From an optimization exercise on the open Yosys and OpenROAD flow, aimed at a short achievable clock period and few clock cycles; shortcuts taken in it are not production practice. In this exercise RTL edits were held to simulation tests only and were not proved equivalent to the original.

==> inputs of v25 <==
## pipelined_processor
module pipelined_processor (
	input clk,     
	input reset,   
	output [63:0] imem_addr,
	input  [31:0] imem_rdata,
	output [63:0] dmem_addr,
	output [63:0] dmem_wdata,
	output        dmem_we,
	input  [63:0] dmem_rdata
);
clock: 8.5 ns
lec_check: 0
cap_margin: 20
core_margin: 2
core_utilization: 40
place_density: 0.6
setup_slack_margin: 5
slew_margin: 20
tns_end_percent: 100
standard.sh (not shown) runs the stock make flow with config.mk's settings and CLKGATE_MAP_FILE= SYNTH_SCRIPT=/design/flow/synth_recipe.tcl, a recipe that flattens the netlist after the stock synthesis.
==> flow/flow/run.sh <==
#!/bin/bash
# Layout flow: the standard flow step by step, except that the ports are
# buffered with plain buffers (sky130_fd_sc_hd__buf_4) instead of the delay
# cell buffer_ports picks by default. Each step's output goes to its own log.
set -euo pipefail
export BUFFER_PORTS_ARGS="-buffer_cell sky130_fd_sc_hd__buf_4"
for step in synth floorplan place cts route finish; do
  bash standard.sh "$step" > "log_$step.txt" 2>&1
done
==> inputs of v20, as changes to v25 <==
--- a/flow/design.v
+++ b/flow/design.v
@@ -39,13 +39,14 @@
 	reg  [4:0]  d2_frs;
 	reg         d2_fsw, d2_fpz, d2_fbeq, d2_fblt, d2_pred, d2_m;
 	reg  [61:0] d2_alt;
 	reg  [1:0]  d2_pidx;
 	reg  [4:0]  d2_ghr;
 	reg  [4:0]  dr_rs1, dr_rs2p, d2_rs1, d2_rs2p;    
-	reg         use2;        
+	reg         u2x, u2y;    
+	wire        use2 = y_v ? u2y : u2x;    
 	wire        d_valid = use2 | dr_valid;
 	wire [31:0] d_inst  = use2 ? d2_inst : dr_inst;
 	wire [61:0] d_pc    = dr_pc;
 	wire        d_sq    = ~use2 & dr_sq;
 	wire [1:0]  d_kind  = use2 ? d2_kind : dr_kind;
 	wire [4:0]  d_frs   = use2 ? d2_frs : dr_frs;
@@ -185,32 +186,34 @@
 			cmp64 = {l[0], e[0]};
 		end
 	endfunction
 	wire redir = x_v | y_v;      
 	assign dmem_addr  = m_addr;
 	assign dmem_wdata = m_wdata;
-	assign dmem_we    = m_we;
+	assign dmem_we    = m_we & ~y_v;
+	wire   m_wv       = m_wen & ~y_v;
+	wire   m_fv       = m_fold & ~y_v;
 	wire [63:0] m_wbdata = m_ld ? dmem_rdata : m_res;
 	wire [1:0] m_cmp = cmp64(m_res, m_x);
 	wire       m_xz  = (m_x == 64'd0);
 	wire m_eq = m_fpz ? m_xz : m_cmp[0];
 	wire m_lt = m_fpz ? (m_fsw ? (~m_x[63] & ~m_xz) : m_x[63])
 	                  : (m_fsw ? m_cmp[1] : (~m_cmp[1] & ~m_cmp[0]));
 	wire m_taken = (m_beq & m_eq) | (m_blt & m_lt);
-	wire m_mis   = m_fold & (m_taken != m_pred);
+	wire m_mis   = m_fv & (m_taken != m_pred);
 	wire [63:0] ec = e_lc ? dmem_rdata : e_c;
 	wire [63:0] e_sum = e_a + e_b + {63'd0, e_sub};
 	wire [63:0] e_log = e_and ? (e_a & e_b) : (e_a | e_b);
 	wire [63:0] e_res = e_lg ? e_log : e_sum;
 	wire [1:0] e_cmp0 = cmp64(e_a, e_b);
 	wire [1:0] e_cmpa = cmp64(dmem_rdata, e_b);
 	wire [1:0] e_cmpb = cmp64(e_a, dmem_rdata);
 	wire e_eq = e_la ? (e_lb | e_cmpa[0]) : e_lb ? e_cmpb[0] : e_cmp0[0];
 	wire e_lt = e_la ? (~e_lb & e_cmpa[1]) : e_lb ? e_cmpb[1] : e_cmp0[1];
 	wire e_taken = (e_beq & e_eq) | (e_blt & e_lt);
-	wire e_ok    = ~redir & ~m_mis;                   
+	wire e_ok    = ~redir;      
 	wire e_mis   = e_br & e_ok & (e_taken != e_pred);
 	wire [47:0] e_hi_i = e_hi + 48'd1;
 	wire [47:0] e_hi_d = e_hi - 48'd1;
 	wire        e_up   = e_tlo[14] & ~e_tneg;
 	wire        e_dn   = e_tlo[14] & e_tneg;
 	wire [61:0] e_rax  = e_unk ? {({48{e_up}} & e_hi_i) | ({48{e_dn}} & e_hi_d) | ({48{~e_tlo[14]}} & e_hi),
@@ -255,13 +258,13 @@
 	wire       r2_ok  = ~(e_sok & (e_br | e_fold) & (e_sidx == r2_idx)) &
 	                    ~(m_sok & m_fold & (m_sidx == r2_idx));
 	wire       d_push = (d_kind == K_FOLD) | (d_own & ~((d_f3 == 3'b000) & d_same));
 	wire       rg_busy = (d_valid & (d_own | (d_kind == K_FOLD))) | e_br | e_fold | m_fold | x_v | y_v;
 	wire       rg_chg  = l_v & l_new & ~rg_busy;
 	function [63:0] rd_reg(input [4:0] r);
-		rd_reg = (r == 5'd0) ? 64'd0 : (m_wen && m_rd == r) ? m_wbdata : rf[r];
+		rd_reg = (r == 5'd0) ? 64'd0 : (m_wv && m_rd == r) ? m_wbdata : rf[r];
 	endfunction
 	wire [63:0] d_r1 = rd_reg(use2 ? d2_rs1 : dr_rs1);
 	wire [63:0] d_r2 = rd_reg(use2 ? d2_rs2p : dr_rs2p);
 	wire d_hit1 = e_valid & ~redir & e_wen & (e_rd == dr_rs1);
 	wire d_hit2 = e_valid & ~redir & e_wen & (e_rd == dr_rs2p);
 	wire        d_f1 = d_hit1 & ~e_ld, d_f2 = d_hit2 & ~e_ld;
@@ -375,16 +378,19 @@
 		x_inrg <= e_sok | (e_unk ? (e_hieq & ~e_tlo[14]) : (e_ra[61:14] == rg));
 		x_two  <= x_two_n;
 		x_ghrd <= x_gn;
 		x_prow <= g_x;
 		y_ghrd <= y_gn;
 		y_prow <= g_y;
-		if (reset)
-			use2 <= 1'b0;
-		else
-			use2 <= (m_mis & m_sok & ~m_flip & sv2[m_sidx]) | (e_mis & ~m_mis & x_two_n);
+		if (reset) begin
+			u2x <= 1'b0;
+			u2y <= 1'b0;
+		end else begin
+			u2x <= e_mis & x_two_n;
+			u2y <= m_sok & ~m_flip & sv2[m_sidx];
+		end
 		x_g1   <= sfold[e_sidx] ? {e_ghr[2:0], ~e_pred, e_fp} : {e_ghr[3:0], ~e_pred};
 		x_g2   <= spush2[e_sidx] ? (sfold[e_sidx] ? {e_ghr[1:0], ~e_pred, e_fp, spred2[e_sidx]}
 		                                          : {e_ghr[2:0], ~e_pred, spred2[e_sidx]})
 		                         : (sfold[e_sidx] ? {e_ghr[2:0], ~e_pred, e_fp} : {e_ghr[3:0], ~e_pred});
 		y_pc   <= (m_sok & ~m_flip & sv2[m_sidx]) ? {rg, snext2[m_sidx]} :
 		          m_sok ? {rg, m_flip ? salt[m_sidx] : snext[m_sidx]} : m_ra;
@@ -694,20 +700,20 @@
 		m_ghr  <= e_ghr;
 		m_ra   <= e_ra;
 		m_sok  <= e_sok;
 		m_fp   <= e_fp;
 		m_flip <= e_flip;
 		m_sidx <= e_sidx;
-		if (m_wen)
+		if (m_wv)
 			rf[m_rd] <= m_wbdata;
 		if (reset) begin
 			u_v <= 1'b0;
 			w_v <= 1'b0;
 		end else begin
 			u_v <= e_br & e_ok;
-			w_v <= m_fold;
+			w_v <= m_fv;
 		end
 		u_taken <= e_taken;
 		u_idx   <= {e_pidx, e_ghr};
 		u_old   <= bp[{e_pidx, e_ghr}];
 		w_taken <= m_taken;
 		w_idx   <= {m_pidx, m_ghr};
@@ -716,12 +722,12 @@
 			for (i = 0; i < 128; i = i + 1)
 				bp[i] <= 2'b10;
 		end else begin
 			if (w_v)
 				bp[w_idx] <= w_taken ? (w_old == 2'b11 ? 2'b11 : w_old + 2'b01)
 				                     : (w_old == 2'b00 ? 2'b00 : w_old - 2'b01);
-			if (u_v)
+			if (u_v && !y_v)
 				bp[u_idx] <= u_taken ? (u_old == 2'b11 ? 2'b11 : u_old + 2'b01)
 				                     : (u_old == 2'b00 ? 2'b00 : u_old - 2'b01);
 		end
 	end
 endmodule
==> comparison table <==
Ratio of final minimum period to clock period: v20 0.519; v25 0.476
Logic depth of the worst register-to-register path: v20 13; v25 18
M1 WL: v20 424000 µm; v25 416000 µm
Transition time of the tightest slew-check pin: v20 1.92 ns; v25 1.32 ns
Std cell rows: v20 303; v25 304
Die width: v20 831 µm; v25 832 µm
Adder-cell share of the synthesized area: v20 0.0190; v25 0.0189
DRT iter0 DRCs: v20 45400; v25 38900
Worst hold slack across all endpoints: v20 0.336 ns; v25 0.267 ns
Met3 wire length: v20 220000 µm; v25 183000 µm
Layout cells sized above 1: v20 0.293; v25 0.266
DRT Wirelength: v20 1350000 µm; v25 1240000 µm
Fraction of synthesized cell area in xor and xnor cells: v20 0.0220; v25 0.0211
Run status: v20 failed layout checks; v25 no timing/DRC/antenna violations
Violated checks: v20 capacitance limit, slew limit; v25 -
Testbench counts of v25, summed over its fixed seeds: cycles 20,939.
Testbench counts of v20, summed over its fixed seeds: cycles 20,939.

* * *

==> inputs of fjord <==
pipelined_processor, a different RTL version from the one above (not shown whole).
==> flow/config.mk <==
export PLATFORM = sky130hd
export DESIGN_NAME = pipelined_processor
export DESIGN_NICKNAME = pipelined_processor
export VERILOG_FILES = /design/flow/design.v
export SDC_FILE = /design/flow/constraint.sdc
export NUM_CORES = 8
export LEC_CHECK = 0
export CAP_MARGIN = 20
export CORE_MARGIN = 2
export CORE_UTILIZATION = 40
export PLACE_DENSITY = 0.6
export SETUP_SLACK_MARGIN = 5
export SLEW_MARGIN = 20
export TNS_END_PERCENT = 100
==> flow/constraint.sdc <==
create_clock -name core_clock -period 8.5 [get_ports {clk}]
set_input_delay 1.7000 -clock core_clock [delete_from_list [all_inputs] [get_ports {clk}]]
set_output_delay 1.7000 -clock core_clock [all_outputs]
set_load 0.01 [all_outputs]
Scripts as last shown in full above: flow/flow/run.sh
==> delta (differences from fjord) <==
--- a/flow/design.v
+++ b/flow/design.v
@@ -39,11 +39,13 @@
 	reg  [4:0]  d2_frs;
 	reg         d2_fsw, d2_fpz, d2_fbeq, d2_fblt, d2_pred, d2_m;
 	reg  [61:0] d2_alt;
 	reg  [1:0]  d2_pidx;
 	reg  [4:0]  d2_ghr;
-	reg         use2;        
+	reg  [4:0]  dr_rs1, dr_rs2p, d2_rs1, d2_rs2p;    
+	reg         u2x, u2y;    
+	wire        use2 = y_v ? u2y : u2x;    
 	wire        d_valid = use2 | dr_valid;
 	wire [31:0] d_inst  = use2 ? d2_inst : dr_inst;
 	wire [61:0] d_pc    = dr_pc;
 	wire        d_sq    = ~use2 & dr_sq;
 	wire [1:0]  d_kind  = use2 ? d2_kind : dr_kind;
@@ -106,10 +108,12 @@
 	reg         x_flip, y_flip;    
 	reg         x_inrg, y_inrg;    
 	reg         x_two, y_two;      
 	reg  [4:0]  x_g1, y_g1;        
 	reg  [4:0]  x_g2, y_g2;        
+	reg  [4:0]  x_ghrd, y_ghrd;    
+	reg  [3:0]  x_prow, y_prow;    
 	reg  [63:0] rf [1:31];
 	reg  [1:0]  bp [0:127];
 	reg  [4:0]  ghr;
 	reg  [3:0]  prow;        
 	reg         u_v, u_taken, w_v, w_taken;
@@ -183,30 +187,32 @@
 		end
 	endfunction
 	wire redir = x_v | y_v;      
 	assign dmem_addr  = m_addr;
 	assign dmem_wdata = m_wdata;
-	assign dmem_we    = m_we;
+	assign dmem_we    = m_we & ~y_v;
+	wire   m_wv       = m_wen & ~y_v;
+	wire   m_fv       = m_fold & ~y_v;
 	wire [63:0] m_wbdata = m_ld ? dmem_rdata : m_res;
 	wire [1:0] m_cmp = cmp64(m_res, m_x);
-	wire       m_xz  = (m_x == 64'd0);
+	reg        m_xz;                   
 	wire m_eq = m_fpz ? m_xz : m_cmp[0];
 	wire m_lt = m_fpz ? (m_fsw ? (~m_x[63] & ~m_xz) : m_x[63])
 	                  : (m_fsw ? m_cmp[1] : (~m_cmp[1] & ~m_cmp[0]));
 	wire m_taken = (m_beq & m_eq) | (m_blt & m_lt);
-	wire m_mis   = m_fold & (m_taken != m_pred);
+	wire m_mis   = m_fv & (m_taken != m_pred);
 	wire [63:0] ec = e_lc ? dmem_rdata : e_c;
 	wire [63:0] e_sum = e_a + e_b + {63'd0, e_sub};
 	wire [63:0] e_log = e_and ? (e_a & e_b) : (e_a | e_b);
 	wire [63:0] e_res = e_lg ? e_log : e_sum;
 	wire [1:0] e_cmp0 = cmp64(e_a, e_b);
 	wire [1:0] e_cmpa = cmp64(dmem_rdata, e_b);
 	wire [1:0] e_cmpb = cmp64(e_a, dmem_rdata);
 	wire e_eq = e_la ? (e_lb | e_cmpa[0]) : e_lb ? e_cmpb[0] : e_cmp0[0];
 	wire e_lt = e_la ? (~e_lb & e_cmpa[1]) : e_lb ? e_cmpb[1] : e_cmp0[1];
 	wire e_taken = (e_beq & e_eq) | (e_blt & e_lt);
-	wire e_ok    = ~redir & ~m_mis;                   
+	wire e_ok    = ~redir;      
 	wire e_mis   = e_br & e_ok & (e_taken != e_pred);
 	wire [47:0] e_hi_i = e_hi + 48'd1;
 	wire [47:0] e_hi_d = e_hi - 48'd1;
 	wire        e_up   = e_tlo[14] & ~e_tneg;
 	wire        e_dn   = e_tlo[14] & e_tneg;
@@ -253,24 +259,32 @@
 	                    ~(m_sok & m_fold & (m_sidx == r2_idx));
 	wire       d_push = (d_kind == K_FOLD) | (d_own & ~((d_f3 == 3'b000) & d_same));
 	wire       rg_busy = (d_valid & (d_own | (d_kind == K_FOLD))) | e_br | e_fold | m_fold | x_v | y_v;
 	wire       rg_chg  = l_v & l_new & ~rg_busy;
 	function [63:0] rd_reg(input [4:0] r);
-		rd_reg = (r == 5'd0) ? 64'd0 : (m_wen && m_rd == r) ? m_wbdata : rf[r];
+		rd_reg = (r == 5'd0) ? 64'd0 : (m_wv && m_rd == r) ? m_wbdata : rf[r];
 	endfunction
-	wire [63:0] d_r1 = rd_reg(d_rs1);
-	wire [4:0]  d_rs2p = (d_kind == K_FOLD) ? d_frs : d_rs2;
-	wire [63:0] d_r2 = rd_reg(d_rs2p);
-	wire d_hit1 = e_valid & ~redir & e_wen & (e_rd == d_rs1);
-	wire d_hit2 = e_valid & ~redir & e_wen & (e_rd == d_rs2p);
+	wire [63:0] d_r1 = rd_reg(use2 ? d2_rs1 : dr_rs1);
+	wire [63:0] d_r2 = rd_reg(use2 ? d2_rs2p : dr_rs2p);
+	wire d_hit1 = e_valid & ~redir & e_wen & (e_rd == dr_rs1);
+	wire d_hit2 = e_valid & ~redir & e_wen & (e_rd == dr_rs2p);
 	wire        d_f1 = d_hit1 & ~e_ld, d_f2 = d_hit2 & ~e_ld;
-	wire [63:0] d_a = ({64{d_f1 & ~e_lg}} & e_sum) | ({64{d_f1 & e_lg}} & e_log) | ({64{~d_f1}} & d_r1);
-	wire [63:0] d_c = ({64{d_f2 & ~e_lg}} & e_sum) | ({64{d_f2 & e_lg}} & e_log) | ({64{~d_f2}} & d_r2);
 	wire        d_sub = d_isR & d_inst[30] & (d_f3 == 3'b000);
-	wire [63:0] d_b = (d_isI | d_isLd) ? d_immI : d_isSt ? d_immS : d_c;
-	wire d_stall = d_valid & e_valid & e_ld &
-	               ((d_hit1 & (d_isR | d_isI | d_isLd | d_isSt)) | (d_hit2 & d_isR));
+	wire        d_bim = d_isI | d_isLd | d_isSt;                
+	wire        d_fs1 = d_f1 & ~e_lg, d_fs2 = d_f2 & ~e_lg;     
+	wire [63:0] d_ao  = (d_f1 & e_lg) ? e_log : d_r1;
+	wire [63:0] d_co  = (d_f2 & e_lg) ? e_log : d_r2;
+	wire [63:0] d_bo  = (d_isI | d_isLd) ? d_immI : d_isSt ? d_immS : d_co;
+	wire [63:0] d_a   = ({64{d_fs1}} & e_sum) | ({64{~d_fs1}} & d_ao);
+	wire [63:0] d_c   = ({64{d_fs2}} & e_sum) | ({64{~d_fs2}} & d_co);
+	wire        d_bs  = d_fs2 & ~d_bim;
+	wire [63:0] d_bn  = ({64{d_bs & ~d_sub}} & e_sum) | ({64{d_bs & d_sub}} & ~e_sum) |
+	                    ({64{~d_bs}} & (d_sub ? ~d_bo : d_bo));
+	wire [6:0] dr_op = dr_inst[6:0];
+	wire d_stall = dr_valid & e_valid & e_ld &
+	               ((d_hit1 & ((dr_op == OP_R) | (dr_op == OP_I) | (dr_op == OP_LD) | (dr_op == OP_ST))) |
+	                (d_hit2 & (dr_op == OP_R)));
 	assign imem_addr = {pc_o, 2'b00};
 	wire [61:0] pc1 = pc + 62'd1;
 	wire [61:0] pc2 = pc + 62'd2;
 	wire        f_inrg  = in_rg;
 	wire        f_inrg1 = f_inrg & ~(&pc[13:0]);
@@ -281,17 +295,27 @@
 	always @(*)
 		for (k = 0; k < 16; k = k + 1)
 			f_bm[k] = bv[k] & (btag[k] == pc[13:4]);
 	wire        f_bm0n = bv[0] & (btag[0] == pc[13:4] + 10'd1);
 	wire        h0 = f_inrg  & f_bm[i0];
-	wire        h1 = f_inrg1 & ((i0 == 4'hf) ? f_bm0n : f_bm[i1]);
+	reg  [15:0] f_bm1, f_unc1, f_nev1, f_car1;
+	integer     k1;
+	always @(*)
+		for (k1 = 0; k1 < 16; k1 = k1 + 1) begin
+			f_bm1[k1]  = (k1 == 15) ? f_bm0n : f_bm[(k1 + 1) % 16];
+			f_unc1[k1] = bunc[(k1 + 1) % 16];
+			f_nev1[k1] = bnev[(k1 + 1) % 16];
+			f_car1[k1] = bcar[(k1 + 1) % 16];
+		end
+	wire [3:0]  prow1 = {prow[0], prow[3:1]};
+	wire        h1 = f_inrg1 & f_bm1[i0];
 	wire [61:0] t0 = {pc[61:14], btgt[i0]};
 	wire [61:0] t1 = {pc[61:14], btgt[i1]};
 	wire        p0 = bunc[i0] | (~bnev[i0] & prow[i0[1:0]]);
-	wire        p1 = bunc[i1] | (~bnev[i1] & prow[i1[1:0]]);
-	wire        j1 = h1 & bunc[i1];              
-	wire        c1 = h1 & ~bunc[i1] & bcar[i1];  
+	wire        p1 = f_unc1[i0] | (~f_nev1[i0] & prow1[i0[1:0]]);
+	wire        j1 = h1 & f_unc1[i0];                
+	wire        c1 = h1 & ~f_unc1[i0] & f_car1[i0];  
 	wire        f_on  = ~redir & ~d_stall & ~f_first;
 	wire        s_t0  = f_on & h0 & p0;
 	wire        s_t1  = f_on & (h0 ? (~p0 & j1) : (j1 | (c1 & p1)));
 	wire        s_pc2 = f_on & ~h0 & ~j1 & c1 & ~p1;
 	wire        s_pc1 = f_on & (h0 ? (~p0 & ~j1) : (~j1 & ~c1));
@@ -310,17 +334,26 @@
 	wire        rfp   = y_v ? y_fp : x_fp;
 	wire        rflip = y_v ? y_flip : x_flip;
 	wire [2:0]  rsidx = y_v ? y_sidx : x_sidx;
 	wire [4:0]  rghr  = y_v ? y_ghr : x_ghr;
 	wire        rsh   = redir & rsok;
-	wire [4:0]  ghr_rd = use2 ? (y_v ? y_g2 : x_g2) :
-	                     (rsok & sfold[rsidx]) ? {rghr[3:0], rfp} : rghr;
-	reg  [3:0]  g_rd, g_p0, g_p1, g_same;
+	wire [4:0]  ghr_rd = y_v ? y_ghrd : x_ghrd;
+	wire [4:0]  x_gn = x_two_n ? (spush2[e_sidx] ? (sfold[e_sidx] ? {e_ghr[1:0], ~e_pred, e_fp, spred2[e_sidx]}
+	                                                             : {e_ghr[2:0], ~e_pred, spred2[e_sidx]})
+	                                            : (sfold[e_sidx] ? {e_ghr[2:0], ~e_pred, e_fp} : {e_ghr[3:0], ~e_pred})) :
+	                   (e_sok & sfold[e_sidx]) ? {e_ghr[2:0], ~e_pred, e_fp} : {e_ghr[3:0], ~e_pred};
+	wire        y_two_n = m_sok & ~m_flip & sv2[m_sidx];
+	wire [4:0]  y_gn = y_two_n ? (spush2[m_sidx] ? (sfold[m_sidx] ? {m_ghr[1:0], ~m_pred, m_fp, spred2[m_sidx]}
+	                                                             : {m_ghr[2:0], ~m_pred, spred2[m_sidx]})
+	                                            : (sfold[m_sidx] ? {m_ghr[2:0], ~m_pred, m_fp} : {m_ghr[3:0], ~m_pred})) :
+	                   (m_sok & sfold[m_sidx]) ? {m_ghr[2:0], ~m_pred, m_fp} : {m_ghr[3:0], ~m_pred};
+	reg  [3:0]  g_x, g_y, g_p0, g_p1, g_same;
 	integer     kk;
 	always @(*)
 		for (kk = 0; kk < 4; kk = kk + 1) begin
-			g_rd[kk]   = bp[{kk[1:0], ghr_rd}][1];
+			g_x[kk]    = bp[{kk[1:0], x_gn}][1];
+			g_y[kk]    = bp[{kk[1:0], y_gn}][1];
 			g_p0[kk]   = bp[{kk[1:0], ghr[3:0], 1'b0}][1];
 			g_p1[kk]   = bp[{kk[1:0], ghr[3:0], 1'b1}][1];
 			g_same[kk] = bp[{kk[1:0], ghr}][1];
 		end
 	wire [61:0] pc_nxt  = ({62{y_v}} & y_pc) | ({62{s_x}} & x_pc) | ({62{s_hld}} & pc) |
@@ -342,14 +375,21 @@
 		x_ghr  <= {e_ghr[3:0], ~e_pred};
 		x_fp   <= e_fp;
 		x_flip <= e_flip;
 		x_inrg <= e_sok | (e_unk ? (e_hieq & ~e_tlo[14]) : (e_ra[61:14] == rg));
 		x_two  <= x_two_n;
-		if (reset)
-			use2 <= 1'b0;
-		else
-			use2 <= (m_mis & m_sok & ~m_flip & sv2[m_sidx]) | (e_mis & ~m_mis & x_two_n);
+		x_ghrd <= x_gn;
+		x_prow <= g_x;
+		y_ghrd <= y_gn;
+		y_prow <= g_y;
+		if (reset) begin
+			u2x <= 1'b0;
+			u2y <= 1'b0;
+		end else begin
+			u2x <= e_mis & x_two_n;
+			u2y <= m_sok & ~m_flip & sv2[m_sidx];
+		end
 		x_g1   <= sfold[e_sidx] ? {e_ghr[2:0], ~e_pred, e_fp} : {e_ghr[3:0], ~e_pred};
 		x_g2   <= spush2[e_sidx] ? (sfold[e_sidx] ? {e_ghr[1:0], ~e_pred, e_fp, spred2[e_sidx]}
 		                                          : {e_ghr[2:0], ~e_pred, spred2[e_sidx]})
 		                         : (sfold[e_sidx] ? {e_ghr[2:0], ~e_pred, e_fp} : {e_ghr[3:0], ~e_pred});
 		y_pc   <= (m_sok & ~m_flip & sv2[m_sidx]) ? {rg, snext2[m_sidx]} :
@@ -366,10 +406,12 @@
 		                                          : {m_ghr[2:0], ~m_pred, spred2[m_sidx]})
 		                         : (sfold[m_sidx] ? {m_ghr[2:0], ~m_pred, m_fp} : {m_ghr[3:0], ~m_pred});
 		d2_m    <= m_sok & m_fold;
 		if (m_sok & m_fold) begin
 			d2_inst <= sword[m_sidx];
+			d2_rs1  <= sword[m_sidx][19:15];
+			d2_rs2p <= sfold[m_sidx] ? sfrs[m_sidx] : sword[m_sidx][24:20];
 			d2_kind <= sfold[m_sidx] ? K_FOLD : K_NONE;
 			d2_frs  <= sfrs[m_sidx];
 			d2_fsw  <= sfsw[m_sidx];
 			d2_fpz  <= sfpz[m_sidx];
 			d2_fbeq <= sfbeq[m_sidx];
@@ -378,10 +420,12 @@
 			d2_alt  <= {rg, salt[m_sidx]};
 			d2_pidx <= m_sidx[1:0] + 2'd1;
 			d2_ghr  <= {m_ghr[3:0], ~m_pred};
 		end else begin
 			d2_inst <= sword[e_sidx];
+			d2_rs1  <= sword[e_sidx][19:15];
+			d2_rs2p <= sfold[e_sidx] ? sfrs[e_sidx] : sword[e_sidx][24:20];
 			d2_kind <= sfold[e_sidx] ? K_FOLD : K_NONE;
 			d2_frs  <= sfrs[e_sidx];
 			d2_fsw  <= sfsw[e_sidx];
 			d2_fpz  <= sfpz[e_sidx];
 			d2_fbeq <= sfbeq[e_sidx];
@@ -421,10 +465,12 @@
 			dr_valid <= 1'b0;
 		else if (!d_stall || redir)
 			dr_valid <= 1'b1;
 		if (use2) begin
 			dr_inst <= sword2[rsidx];
+			dr_rs1  <= sword2[rsidx][19:15];
+			dr_rs2p <= (skind2[rsidx] == K_FOLD) ? sfrs2[rsidx] : sword2[rsidx][24:20];
 			dr_kind <= skind2[rsidx];
 			dr_sq   <= 1'b0;
 			dr_rec  <= 1'b0;
 			dr_pc   <= {rg, snext[rsidx]};
 			dr_pred <= spred2[rsidx];
@@ -436,10 +482,12 @@
 			dr_fpz  <= sfpz2[rsidx];
 			dr_fbeq <= sfbeq2[rsidx];
 			dr_fblt <= sfblt2[rsidx];
 		end else if (rsh) begin
 			dr_inst <= sword[rsidx];
+			dr_rs1  <= sword[rsidx][19:15];
+			dr_rs2p <= sfold[rsidx] ? sfrs[rsidx] : sword[rsidx][24:20];
 			dr_kind <= sfold[rsidx] ? K_FOLD : K_NONE;
 			dr_sq   <= 1'b0;
 			dr_rec  <= 1'b0;
 			dr_pred <= rfp;
 			dr_alt  <= {rg, rflip ? snext[rsidx] : salt[rsidx]};
@@ -450,10 +498,12 @@
 			dr_fpz  <= sfpz[rsidx];
 			dr_fbeq <= sfbeq[rsidx];
 			dr_fblt <= sfblt[rsidx];
 		end else if (!d_stall) begin
 			dr_inst <= imem_rdata;
+			dr_rs1  <= imem_rdata[19:15];
+			dr_rs2p <= (f_kind == K_FOLD) ? brs[i1] : imem_rdata[24:20];
 			dr_kind <= f_kind;
 			dr_sq   <= f_sq;
 			dr_rec  <= f_rec;
 			dr_pc   <= pc;
 			dr_pred <= f_bpred;
@@ -570,20 +620,18 @@
 				bpz[l_idx]  <= l_pz;
 			end
 		end
 		if (reset)
 			ghr <= 5'd0;
-		else if (use2)
-			ghr <= y_v ? y_g2 : x_g2;
 		else if (redir)
-			ghr <= (rsok & sfold[rsidx]) ? {rghr[3:0], rfp} : rghr;
+			ghr <= ghr_rd;
 		else if (f_on && f_push)
 			ghr <= {ghr[3:0], f_bpred};
 		if (reset)
 			prow <= 4'b1111;
 		else if (redir)
-			prow <= g_rd;
+			prow <= y_v ? y_prow : x_prow;
 		else if (f_on && f_push)
 			prow <= f_bpred ? g_p1 : g_p0;
 		else
 			prow <= g_same;
 		if (reset || (redir && !use2) || d_stall) begin
@@ -594,11 +642,11 @@
 			e_valid <= d_valid;
 			e_br    <= d_valid & d_isBr;
 			e_fold  <= d_valid & (d_kind == K_FOLD);
 		end
 		e_a  <= d_a;
-		e_b  <= d_sub ? ~d_b : d_b;
+		e_b  <= d_bn;
 		e_c  <= d_c;
 		e_la <= d_hit1 & e_ld;
 		e_lb <= d_hit2 & e_ld & d_isBr;
 		e_lc <= d_hit2 & e_ld;
 		e_sub <= d_sub;
@@ -641,10 +689,11 @@
 			m_fold <= e_fold & e_ok;
 		end
 		m_ld  <= e_ld;
 		m_rd  <= e_rd;
 		m_x   <= e_fold ? ec : 64'd0;
+		m_xz  <= ~e_fold | (ec == 64'd0);
 		m_fsw <= e_fsw;
 		m_fpz <= e_fpz;
 		m_beq <= e_fbeq;
 		m_blt <= e_fblt;
 		m_pred <= e_pred;
@@ -653,18 +702,18 @@
 		m_ra   <= e_ra;
 		m_sok  <= e_sok;
 		m_fp   <= e_fp;
 		m_flip <= e_flip;
 		m_sidx <= e_sidx;
-		if (m_wen)
+		if (m_wv)
 			rf[m_rd] <= m_wbdata;
 		if (reset) begin
 			u_v <= 1'b0;
 			w_v <= 1'b0;
 		end else begin
 			u_v <= e_br & e_ok;
-			w_v <= m_fold;
+			w_v <= m_fv;
 		end
 		u_taken <= e_taken;
 		u_idx   <= {e_pidx, e_ghr};
 		u_old   <= bp[{e_pidx, e_ghr}];
 		w_taken <= m_taken;
@@ -675,11 +724,11 @@
 				bp[i] <= 2'b10;
 		end else begin
 			if (w_v)
 				bp[w_idx] <= w_taken ? (w_old == 2'b11 ? 2'b11 : w_old + 2'b01)
 				                     : (w_old == 2'b00 ? 2'b00 : w_old - 2'b01);
-			if (u_v)
+			if (u_v && !y_v)
 				bp[u_idx] <= u_taken ? (u_old == 2'b11 ? 2'b11 : u_old + 2'b01)
 				                     : (u_old == 2'b00 ? 2'b00 : u_old - 2'b01);
 		end
 	end
 endmodule
==> results.cfg <==
[critical_path]
path_buf_inv = 2
path_cells = nor4_4 > nand4_1 > nor4_1 > buf_4 > nor3b_1 > o21ai_0 > a21oi_1 > a31oi_1 > nand2_1 > or3_4 > a311o_2 > buf_6 > nor2_1
rrSetupSlack_ns = 3.63
cpPeakStageDelay_ns = 0.96

[power]
p_comb_frac = 0.309
pg_seq_w = 0.0341

[clock_network]
cts.sinks = 5510

[status]
status = finished clean

[place]
place_congestion = 0.995

[final_layout]
num-fill-cells = 57631

[synthesis]
syn_area_um2 = 273000
-- figures above: fjord

==> results.cfg <==
[sta]
finalCritPeriodShare = 0.514

[critical_path]
path_buf_inv = 6
cpPeakStageDelay_ns = 0.59
path_cells = buf_12 > buf_4 > mux4_2 > mux4_2 > buf_4 > nor2b_1 > o21ai_4 > or4_4 > buf_6 > buf_12 > nand2_8 > buf_4 > a21oi_2 > o221ai_2 > nor2b_1
rrSetupSlack_ns = 4.13

[final_layout]
num-fill-cells = 56529
fin_area_um2 = 365000

[worst_hold_path]
hp-start = e_fblt

[synthesis]
syn_area_um2 = 276000

[power]
pg_seq_w = 0.0340

[status]
status = finished clean
-- figures above: delta

Testbench counts of fjord, summed over its fixed seeds: cycles 20,939.
Testbench counts of delta, summed over its fixed seeds: cycles 20,939.

==> port drivers added, routing unchanged <==
The results above use ideal ports. As a check the final layouts listed here were re-extracted and re-timed, cells and wires unchanged. Step 1, drivers: a clkbuf_16 drives clk and a buf_2 each remaining input, both assumed. Step 2 also shifts input and output timing later by t, the mid clock arrival at the registers, as if the neighbouring blocks saw the same clock. a / b / c = ideal ports / drivers / drivers and shift; a / b = the first two.
run	t (ns)	slack for setup (ns)	worst setup path after step 2	cell pins on the clock port's net
v25	1.281	4.455 / 4.455 / 3.750	input to register	1
v20	1.309	4.085 / 4.085 / 3.459	input to register	1
fjord	1.304	3.625 / 3.625 / 3.157	input to register	1
delta	1.307	4.128 / 4.128 / 3.297	input to register	1
The setup slack of delta, which loses most, moves by 0.000 ns with the drivers and by -0.831 ns with both steps.
